Source: an optimization exercise on an open RTL-to-GDS flow (aim: small area). Production flows keep margins and buffers that such runs may drop. In this exercise RTL edits were held to simulation tests only and were not proved equivalent to the original. The clock input has no modelled driver; a real chip could not lean on it and would need a root buffer or a full tree. No activity file was given, so power comes from the tool's default toggle rates.

// UART_TOP
module UART_TOP #(
    parameter RX_BUFFER_SIZE = 8,
    parameter TX_BUFFER_SIZE = 8,
    parameter CLK_FRQ        = 27000000,
    parameter UART_BOUAD     = 115200)
(
    input clk,
    input n_rst,
    input rx,
    input [7:0] data_in,
    input data_in_sync,
    input data_out_sync,
    output tx,
    output [7:0] data_out,
    output full_out,
    output valid_out,
    output full_in);
Settings: LEC_CHECK=0, CAP_MARGIN=10, CORE_MARGIN=2, CORE_UTILIZATION=65, SLEW_MARGIN=10; clock period 10.0 ns.
standard.sh (not shown) runs the stock make flow with config.mk's settings and CLKGATE_MAP_FILE= SYNTH_SCRIPT=/design/flow/synth_recipe.tcl, a recipe that flattens the netlist after the stock synthesis.
==> flow/flow/run.sh <==
#!/bin/bash
# Layout flow: the standard flow (standard.sh) with
#  - synthesis re-run with flow/synth.tcl once per ABC script in flow/abc/
#    (variants of Yosys's default liberty mapping, no adder cell mapping);
#    the netlist with the smallest cell area is kept. Each netlist's
#    registers are checked to be the same instances and cell types as the
#    standard synthesis gives; if none passes, the standard one is used;
#  - port buffers of the smallest buffer cell;
#  - clock tree: after the standard CTS step has built its tree,
#    flow/post_cts.tcl (the POST_CTS_TCL hook of ORFS's cts.tcl) replaces
#    it by a root buffer and 4x4 leaf buffers over groups of registers.
# Each tool run's output goes to a log_*.txt file here.
set -euo pipefail
HERE=$PWD
RES=$HERE/orfs/results/sky130hd/UART_TOP/base
REP=$HERE/orfs/reports/sky130hd/UART_TOP/base

regs() { grep -oE '^\s*sky130_fd_sc_hd__(e?df|sdf|dl)[a-z0-9_]*\s+\S+' "$1" | sed 's/^\s*//' | sort; }
clean_synth() { rm -f $RES/1_2_yosys.v $RES/1_2_yosys.sdc $RES/1_synth.odb $RES/1_synth.sdc; }

# 1. the standard synthesis, kept for the register check
bash standard.sh synth > log_synth_standard.txt 2>&1
cp $RES/1_2_yosys.v standard_1_2_yosys.v
regs standard_1_2_yosys.v > regs_standard.txt

# 2. own synthesis, one run per ABC script
sed -e "s#SYNTH_SCRIPT=[^ ]*#SYNTH_SCRIPT=$HERE/flow/synth.tcl ADDER_MAP_FILE=#" standard.sh > own.sh
best=""
best_area=""
for s in $HERE/flow/abc/*.script; do
  n=$(basename $s .script)
  clean_synth
  if OWN_ABC_SCRIPT=$s bash own.sh synth > log_synth_own_$n.txt 2>&1 && [ -f $RES/1_2_yosys.v ]; then
    regs $RES/1_2_yosys.v > regs_own_$n.txt
    if cmp -s regs_standard.txt regs_own_$n.txt; then
      a=$(grep 'Chip area' $REP/synth_stat.txt | awk '{print $NF}')
      echo "$n $a" >> synth_areas.txt
      if [ -z "$best" ] || awk -v a=$a -v b=$best_area 'BEGIN{exit !(a<b)}'; then
        best=$s; best_area=$a
      fi
    else
      echo "$n registers differ from the standard synthesis" >> synth_areas.txt
    fi
  else
    echo "$n failed" >> synth_areas.txt
  fi
done
clean_synth
if [ -n "$best" ]; then
  echo "using $best ($best_area)" >> synth_areas.txt
  export OWN_ABC_SCRIPT=$best
  bash own.sh synth > log_synth_own.txt 2>&1
else
  echo "using the standard synthesis" >> synth_areas.txt
  cp standard.sh own.sh
  bash own.sh synth > log_synth_own.txt 2>&1
fi

# 3. the rest of the standard flow
export CTS_ARGS="-sink_clustering_enable -repair_clock_nets -dont_use_dummy_load -buf_list sky130_fd_sc_hd__clkbuf_8"
export BUFFER_PORTS_ARGS="-buffer_cell sky130_fd_sc_hd__buf_1"
export POST_CTS_TCL=$HERE/flow/post_cts.tcl
export OWN_CTS_KX=4 OWN_CTS_KY=4
export OWN_CTS_ROOT=sky130_fd_sc_hd__clkbuf_8 OWN_CTS_LEAF=sky130_fd_sc_hd__clkbuf_4
bash own.sh finish > log_finish.txt 2>&1
Other scripts of this flow, unchanged in this note and not shown: flow/flow/abc/a1.script, flow/flow/abc/a2.script, flow/flow/abc/a3.script, flow/flow/abc/a4.script, flow/flow/abc/a5.script, flow/flow/abc/a6.script, flow/flow/post_cts.tcl, flow/flow/synth.tcl
Change:
--- a/flow/flow/run.sh
+++ b/flow/flow/run.sh
@@ -4 +4,2 @@
-#    (variants of Yosys's default liberty mapping, no adder cell mapping);
+#    (variants of Yosys's default liberty mapping, one with &deepsyn
+#    first; no adder cell mapping);
==> flow/flow/abc/a7.script (new file) <==
strash; &get -n; &fraig -x; &put; scorr; dc2; dretime; strash; &get -n; &deepsyn -I 20 -J 50; &put; strash; &get -n; &dch -f; &nf -R 1000; &put; strash; dc2; strash; &get -n; &dch -f; &nf -R 1000; &put
- CAP_MARGIN: 10 -> 5
- CORE_UTILIZATION: 65 -> 70
- SLEW_MARGIN: 10 -> 5
=> The changed run completed with no timing, DRC or antenna violations. Global-route usage increases by 1.5 points. Setup slack gains 66 ps. Power decreases by 0.65%. Area after synthesis decreases by 0.78%. First-iteration DRC count decreases by 3.3%. Die area decreases by 7.6%. Final cell count decreases by 5.4%. Fmax increases by 1.4%.
No run of this note takes its clock network from TritonCTS; it comes from the design's own scripts or RTL.

re-timing with driven ports:
The results above use ideal ports. As a check the final layouts listed here were re-extracted and re-timed, cells and wires unchanged. Step 1 (the two cells are an assumption about what drives the block):
set clk [get_ports {clk}]
set_driving_cell -lib_cell sky130_fd_sc_hd__clkbuf_16 $clk
set_driving_cell -lib_cell sky130_fd_sc_hd__buf_2 [delete_from_list [all_inputs] $clk]
Step 2, shift: input delay + t, output delay - t, t = (earliest + latest rising clock arrival at the registers) / 2. This alone moves slack from input paths to output paths. a / b / c = no drivers / after step 1 / after step 2; a / b = the first two.
run	t (ns)	setup slack, ns	worst setup path at the end	worst register clock-pin slew, ns	worst data-port slew with drivers (ns)
the first run	0.473	5.324 / 5.290 / 5.763	register to output	0.11 / 0.11	0.04
the second run	0.453	5.390 / 5.355 / 5.808	register to output	0.11 / 0.11	0.04
After both steps setup and hold are still met in every run listed.
